What follows belongs to an exercise in optimizing a design on an open flow for small area and a short achievable clock period; a production flow would make more cautious choices.
RTL that was checked went through simulation tests only; none was proved equivalent to the original.

==> inputs of trial 37 <==
==> flow/design.v <==
`timescale 1ns/1ps
module pifo_reg
#(
    parameter L2_REG_WIDTH = 4,
    parameter RANK_WIDTH = 16,
    parameter META_WIDTH = 12
)
(
    input                       rst,
    input                       clk,
    output reg                  full,
    input                       insert,
    input [RANK_WIDTH-1:0]      rank_in,
    input [META_WIDTH-1:0]      meta_in,
    output reg                  valid_out,
    input                       remove,
    output [RANK_WIDTH-1:0]     rank_out,
    output [META_WIDTH-1:0]     meta_out,
    output reg                  max_valid_out,
    output [RANK_WIDTH-1:0]     max_rank_out,
    output [META_WIDTH-1:0]     max_meta_out,
    output reg [L2_REG_WIDTH:0] num_entries,
    output reg                  empty
);
    localparam N  = 2**L2_REG_WIDTH;
    localparam RW = RANK_WIDTH;
    localparam MW = META_WIDTH;
    localparam SW = L2_REG_WIDTH;
    localparam EW = RW + MW + SW;       
    function automatic gt_tree(input [RW-1:0] a, input [RW-1:0] b, input cin);
        reg [RW-1:0] g, e;
        integer w, k;
        begin
            g = a & ~b;
            e = ~(a ^ b);
            for (w = RW; w > 1; w = w / 2)
                for (k = 0; k < w / 2; k = k + 1) begin
                    g[k] = g[2*k+1] | (e[2*k+1] & g[2*k]);
                    e[k] = e[2*k+1] & e[2*k];
                end
            gt_tree = g[0] | (e[0] & cin);
        end
    endfunction
    reg [EW-1:0] ent [0:N-1];
    reg [RW-1:0] max_rank;
    reg [MW-1:0] max_meta;
    reg          insert_ltch;
    reg          calc_min_max;
    reg [RW-1:0] rank_in_ltch;
    reg [MW-1:0] meta_in_ltch;
    wire nz      = |num_entries;
    wire do_rem  = remove & nz;
    wire do_ins  = ~do_rem & (insert | insert_ltch);
    wire is_full = num_entries[SW];
    wire [RW-1:0] new_rank = insert ? rank_in : rank_in_ltch;
    wire [MW-1:0] new_meta = insert ? meta_in : meta_in_ltch;
    wire [SW-1:0] s_max    = ent[N-1][RW+MW +: SW];
    wire [SW-1:0] new_slot = is_full ? s_max : num_entries[SW-1:0];
    wire [EW-1:0] new_ent  = {new_slot, new_meta, new_rank};
    wire [N-1:0] v;
    wire [N-1:0] c;
    genvar g;
    generate
        for (g = 0; g < N; g = g + 1) begin : cmp
            wire [SW-1:0] sl = ent[g][RW+MW +: SW];
            wire sg = is_full & (sl > s_max);
            assign v[g] = num_entries > g;
            assign c[g] = ~v[g] | gt_tree(ent[g][RW-1:0], new_rank, sg);
        end
    endgenerate
    wire [N-1:0] ld, up, hold;
    wire         dn = do_rem;
    assign ld   = {N{do_ins}} & c & ~{c[N-2:0], 1'b0};
    assign up   = {N{do_ins}} & {c[N-2:0], 1'b0};
    assign hold = ~(ld | up | {N{dn}});
    integer i;
    reg [EW-1:0] nxt_up, nxt_dn;
    always @(posedge clk) begin
        for (i = 0; i < N; i = i + 1) begin
            nxt_up = (i > 0) ? ent[i-1] : {EW{1'b0}};
            if (i < N-1) begin
                nxt_dn = ent[i+1];
                nxt_dn[RW+MW +: SW] = ent[i+1][RW+MW +: SW] - (ent[i+1][RW+MW +: SW] > ent[0][RW+MW +: SW]);
            end else
                nxt_dn = {EW{1'b0}};
            ent[i] <= ({EW{ld[i]}}   & new_ent)
                    | ({EW{up[i]}}   & nxt_up)
                    | ({EW{dn}}      & nxt_dn)
                    | ({EW{hold[i]}} & ent[i]);
        end
    end
    wire max_new = do_ins & (is_full ? (c[N-1] & ~c[N-2]) : ~|(c & v));
    wire max_sec = do_ins & is_full & c[N-2];
    always @(posedge clk) begin
        if (max_new) begin
            max_rank <= new_rank;
            max_meta <= new_meta;
        end else if (max_sec) begin
            max_rank <= ent[N-2][RW-1:0];
            max_meta <= ent[N-2][RW +: MW];
        end
    end
    assign rank_out     = ent[0][RW-1:0];
    assign meta_out     = ent[0][RW +: MW];
    assign max_rank_out = max_rank;
    assign max_meta_out = max_meta;
    always @(posedge clk) begin
        if (rst) begin
            valid_out <= 1'b0;
            max_valid_out <= 1'b0;
        end else begin
            if (insert | remove) begin
                valid_out <= 1'b0;
                max_valid_out <= 1'b0;
            end
            if (calc_min_max & nz) begin
                valid_out <= 1'b1;
                max_valid_out <= 1'b1;
            end
        end
    end
    always @(posedge clk) begin
        if (rst) begin
            num_entries <= 0;
            calc_min_max <= 0;
            insert_ltch <= 0;
            empty <= 1'b0;
            full <= 1'b0;
        end else begin
            calc_min_max <= 0;
            if (do_rem) begin
                if (num_entries == 1)
                    empty <= 1'b1;
                if (!insert)
                    full <= 1'b0;
                num_entries <= num_entries - 1'b1;
                calc_min_max <= 1;
                insert_ltch <= insert;
            end else if (do_ins) begin
                if (!is_full) begin
                    full <= (num_entries == N-1);
                    num_entries <= num_entries + 1'b1;
                end else
                    full <= 1'b1;
                empty <= 1'b0;
                calc_min_max <= 1;
                insert_ltch <= 0;
            end
        end
    end
    always @(posedge clk) begin
        if (do_rem) begin
            rank_in_ltch <= rank_in;
            meta_in_ltch <= meta_in;
        end
    end
endmodule
==> flow/run.sh <==
#!/bin/bash
# synth_recipe.tcl (not shown) runs the flow's synth.tcl, then flattens the netlist and writes it again
# the make line also repeats each setting of config.mk as NAME=value (left out here)
make -C /OpenROAD-flow-scripts/flow DESIGN_CONFIG=/design/flow/config.mk WORK_HOME=/design/flow/orfs CLKGATE_MAP_FILE= SYNTH_SCRIPT=/design/flow/synth_recipe.tcl finish
==> flow/config.mk <==
export PLATFORM = sky130hd
export DESIGN_NAME = pifo_reg
export DESIGN_NICKNAME = pifo_reg
export VERILOG_FILES = /design/flow/design.v
export SDC_FILE = /design/flow/constraint.sdc
export NUM_CORES = 4
export LEC_CHECK = 0
export CAP_MARGIN = 20
export CORE_MARGIN = 2
export CORE_UTILIZATION = 40
export SLEW_MARGIN = 20
==> flow/constraint.sdc <==
create_clock -name core_clock -period 16.0 [get_ports {clk}]
set_input_delay 3.2000 -clock core_clock [delete_from_list [all_inputs] [get_ports {clk}]]
set_output_delay 3.2000 -clock core_clock [all_outputs]
set_load 0.01 [all_outputs]
==> build 36: changes against trial 37 <==
--- a/flow/design.v
+++ b/flow/design.v
@@ -28,3 +28,4 @@
     localparam SW = L2_REG_WIDTH;
-    localparam EW = RW + MW + SW;       
+    localparam DW = RW + MW;            
+    localparam EW = DW + SW;            
     function automatic gt_tree(input [RW-1:0] a, input [RW-1:0] b, input cin);
@@ -44,36 +45,24 @@
     reg [EW-1:0] ent [0:N-1];
-    reg [RW-1:0] max_rank;
-    reg [MW-1:0] max_meta;
+    reg [DW-1:0] max_d;
+    reg [DW-1:0] p_d;
+    reg [DW-1:0] p_o;     
+    reg [SW-1:0] p_slot;
+    reg [N-1:0]  c;       
+    reg          cm;      
+    reg          op_any;      
+    reg          op_rem;      
+    reg          ld0, dn0, hold0;
+    reg          max_new, max_sec, max_keep;
     reg          insert_ltch;
     reg          calc_min_max;
-    reg [RW-1:0] rank_in_ltch;
-    reg [MW-1:0] meta_in_ltch;
-    wire nz      = |num_entries;
-    wire do_rem  = remove & nz;
-    wire do_ins  = ~do_rem & (insert | insert_ltch);
-    wire is_full = num_entries[SW];
-    wire [RW-1:0] new_rank = insert ? rank_in : rank_in_ltch;
-    wire [MW-1:0] new_meta = insert ? meta_in : meta_in_ltch;
-    wire [SW-1:0] s_max    = ent[N-1][RW+MW +: SW];
-    wire [SW-1:0] new_slot = is_full ? s_max : num_entries[SW-1:0];
-    wire [EW-1:0] new_ent  = {new_slot, new_meta, new_rank};
-    wire [N-1:0] v;
-    wire [N-1:0] c;
-    genvar g;
-    generate
-        for (g = 0; g < N; g = g + 1) begin : cmp
-            wire [SW-1:0] sl = ent[g][RW+MW +: SW];
-            wire sg = is_full & (sl > s_max);
-            assign v[g] = num_entries > g;
-            assign c[g] = ~v[g] | gt_tree(ent[g][RW-1:0], new_rank, sg);
-        end
-    endgenerate
-    wire [N-1:0] ld, up, hold;
-    wire         dn = do_rem;
-    assign ld   = {N{do_ins}} & c & ~{c[N-2:0], 1'b0};
-    assign up   = {N{do_ins}} & {c[N-2:0], 1'b0};
-    assign hold = ~(ld | up | {N{dn}});
+    wire [EW-1:0] new_ent  = {p_slot, p_d};
+    wire [EW-1:0] new_ent0 = {p_slot, p_o};
+    wire [N-1:0] ld   = {{(N-1){op_any}} & c[N-1:1] & ~c[N-2:0], ld0};
+    wire [N-1:0] up   = {{(N-1){op_any}} & c[N-2:0], 1'b0};
+    wire [N-1:0] dn   = {{(N-1){op_rem}}, dn0};
+    wire [N-1:0] hold = {~(({(N-1){op_any}} & c[N-1:1]) | {(N-1){op_rem}}), hold0};
+    reg [EW-1:0] cur [0:N-1];
+    reg [EW-1:0] nxt_up, nxt_dn;
     integer i;
-    reg [EW-1:0] nxt_up, nxt_dn;
-    always @(posedge clk) begin
+    always @(*) begin
         for (i = 0; i < N; i = i + 1) begin
@@ -82,26 +71,63 @@
                 nxt_dn = ent[i+1];
-                nxt_dn[RW+MW +: SW] = ent[i+1][RW+MW +: SW] - (ent[i+1][RW+MW +: SW] > ent[0][RW+MW +: SW]);
+                nxt_dn[DW +: SW] = ent[i+1][DW +: SW] - (ent[i+1][DW +: SW] > ent[0][DW +: SW]);
             end else
                 nxt_dn = {EW{1'b0}};
-            ent[i] <= ({EW{ld[i]}}   & new_ent)
-                    | ({EW{up[i]}}   & nxt_up)
-                    | ({EW{dn}}      & nxt_dn)
-                    | ({EW{hold[i]}} & ent[i]);
+            cur[i] = ({EW{ld[i]}}   & ((i == 0) ? new_ent0 : new_ent))
+                   | ({EW{up[i]}}   & nxt_up)
+                   | ({EW{dn[i]}}     & nxt_dn)
+                   | ({EW{hold[i]}} & ent[i]);
         end
     end
-    wire max_new = do_ins & (is_full ? (c[N-1] & ~c[N-2]) : ~|(c & v));
-    wire max_sec = do_ins & is_full & c[N-2];
+    wire [DW-1:0] cur_max = ({DW{max_new}}  & p_o)
+                          | ({DW{max_sec}}  & ent[N-2][DW-1:0])
+                          | ({DW{max_keep}} & max_d);
+    assign rank_out     = cur[0][RW-1:0];
+    assign meta_out     = cur[0][RW +: MW];
+    assign max_rank_out = cur_max[RW-1:0];
+    assign max_meta_out = cur_max[RW +: MW];
     always @(posedge clk) begin
-        if (max_new) begin
-            max_rank <= new_rank;
-            max_meta <= new_meta;
-        end else if (max_sec) begin
-            max_rank <= ent[N-2][RW-1:0];
-            max_meta <= ent[N-2][RW +: MW];
+        for (i = 0; i < N; i = i + 1)
+            ent[i] <= cur[i];
+        max_d <= cur_max;
+    end
+    wire nz      = |num_entries;
+    wire is_full = num_entries[SW];
+    wire do_rem  = remove & nz;
+    wire do_ins  = ~do_rem & (insert | insert_ltch);
+    wire [SW-1:0] cs_top = cur[N-1][DW +: SW];
+    wire          rep_ok = is_full & ~remove;
+    wire [N-1:0]  c_in;
+    genvar g;
+    generate
+        for (g = 0; g < N; g = g + 1) begin : cmp
+            wire v  = num_entries > g;
+            wire sg = rep_ok & (cur[g][DW +: SW] > cs_top);
+            assign c_in[g] = ~v | gt_tree(cur[g][RW-1:0], rank_in, sg);
         end
+    endgenerate
+    wire cm_in = nz & gt_tree(cur_max[RW-1:0], rank_in, 1'b0);
+    wire [N-1:0] c_nx  = insert ? c_in : {1'b1, c[N-1:1]};
+    wire         cm_nx = insert ? cm_in : (cm & nz);
+    wire         go_ins = do_ins & ~rst;
+    wire         go_rem = do_rem & ~rst;
+    wire         go_rem0 = go_rem & (num_entries != 1);
+    wire mn_nx = go_ins & (is_full ? (c_nx[N-1] & ~c_nx[N-2]) : ~cm_nx);
+    wire ms_nx = go_ins & is_full & c_nx[N-2];
+    always @(posedge clk) begin
+        if (insert)
+            p_d <= {meta_in, rank_in};
+        if (insert | ~insert_ltch)
+            p_o <= {meta_in, rank_in};
+        c  <= c_nx;
+        cm <= cm_nx;
+        p_slot   <= is_full ? cs_top : num_entries[SW-1:0];
+        op_any   <= go_ins;
+        op_rem   <= go_rem;
+        ld0      <= go_ins & c_nx[0];
+        dn0      <= go_rem0;
+        hold0    <= ~((go_ins & c_nx[0]) | go_rem0);
+        max_new  <= mn_nx;
+        max_sec  <= ms_nx;
+        max_keep <= ~(go_ins & (is_full ? c_nx[N-1] : ~cm_nx));
     end
-    assign rank_out     = ent[0][RW-1:0];
-    assign meta_out     = ent[0][RW +: MW];
-    assign max_rank_out = max_rank;
-    assign max_meta_out = max_meta;
     always @(posedge clk) begin
@@ -150,8 +176,2 @@
     end
-    always @(posedge clk) begin
-        if (do_rem) begin
-            rank_in_ltch <= rank_in;
-            meta_in_ltch <= meta_in;
-        end
-    end
 endmodule
==> flow/flow/run.sh (new file) <==
#!/bin/bash
# Standard ORFS layout, with plain buffers on the ports and timing repair
# aiming well below the clock period.
set -euo pipefail
bash standard.sh SETUP_SLACK_MARGIN=11.2 TNS_END_PERCENT=100 \
  "BUFFER_PORTS_ARGS=-buffer_cell sky130_fd_sc_hd__buf_4" finish > standard_flow.log 2>&1
==> flow/standard.sh (new file) <==
#!/bin/bash
# synth_recipe.tcl (not shown) runs the flow's synth.tcl, then flattens the netlist and writes it again
# the make line also repeats each setting of config.mk as NAME=value (left out here)
make -C /OpenROAD-flow-scripts/flow DESIGN_CONFIG=/design/flow/config.mk WORK_HOME=/design/flow/orfs CLKGATE_MAP_FILE= SYNTH_SCRIPT=/design/flow/synth_recipe.tcl "${@:-finish}"
ABC_AREA = 1   (was not set)
CORE_UTILIZATION = 55   (was 40)
CTS_CLUSTER_DIAMETER = 80   (was not set)
CTS_CLUSTER_SIZE = 30   (was not set)
removed: flow/run.sh
==> results_dict.tcl <==
set metrics [dict create \
    status "timing/DRC/antenna clean" \
    yosysTopAreaCellShare 0.312 \
    synth_top_family_by_area "compound AO/OA/AOI/OAI gates" \
    synthMuxAreaShare 0.0218 \
    via_per_inst 6.45 \
    synth_compound_area_frac 0.258 \
    path_buf_inv 4 \
    dieWidth_um 294 \
    finalWorstSetupSlack_ps 6810 \
    postPlaceCellArea_sq_um 35500 \
    swShare 0.450 \
    r2r-end "max_rank[15]$_DFFE_PP_" \
    ys_seq_area_frac 0.362 \
    ys_warn_count 2 \
    worstMarginPinSlew_ps 1160 \
    utilization 0.454 \
    dr_wl_met2_mm 55.1 \
]
-- figures above: trial 37

==> results_dict.tcl <==
set metrics [dict create \
    status "timing/DRC/antenna clean" \
    postPlaceCellArea_sq_um 36600 \
    via_per_inst 6.25 \
    worstMarginPinSlew_ps 1100 \
    path_buf_inv 3 \
    utilization 0.612 \
    dieWidth_um 258 \
    synthMuxAreaShare 0 \
    dr_wl_met2_mm 61.0 \
    ys_seq_area_frac 0.373 \
    finalWorstSetupSlack_ps 11150 \
]
-- figures above: build 36

For trial 37, only the layout was checked, not whether the RTL still works.

## static timing again, ports no longer ideal
Ports are ideal in the flow. The routed layouts listed here were re-timed in OpenROAD. Step 1 (the two cells are an assumption about what drives the block):
set clk [get_ports {clk}]
set_driving_cell -lib_cell sky130_fd_sc_hd__clkbuf_16 $clk
set_driving_cell -lib_cell sky130_fd_sc_hd__buf_2 [delete_from_list [all_inputs] $clk]
Step 2 also shifts input and output timing later by t, the mid clock arrival at the registers, as if the neighbouring blocks saw the same clock. Slacks: no drivers / after step 1 / after step 2; pairs: no drivers / after step 1.
run | shift t [ns] | setup slack, ns | hold WS [ns] | clock arrival spread, ns | pins driven straight from the clock port
trial 37 | 0.693 | 6.805 / 6.850 / 6.157 | 0.455 / 0.455 / 0.455 | 0.029 / 0.029 | 1
build 36 | 0.671 | 11.147 / 11.078 / 10.752 | 0.457 / 0.457 / 0.457 | 0.029 / 0.029 | 1
After both steps setup and hold are still met in every run listed. For trial 37, which loses most, drivers alone change the setup slack by +0.045 ns; drivers and shift together by -0.648 ns.
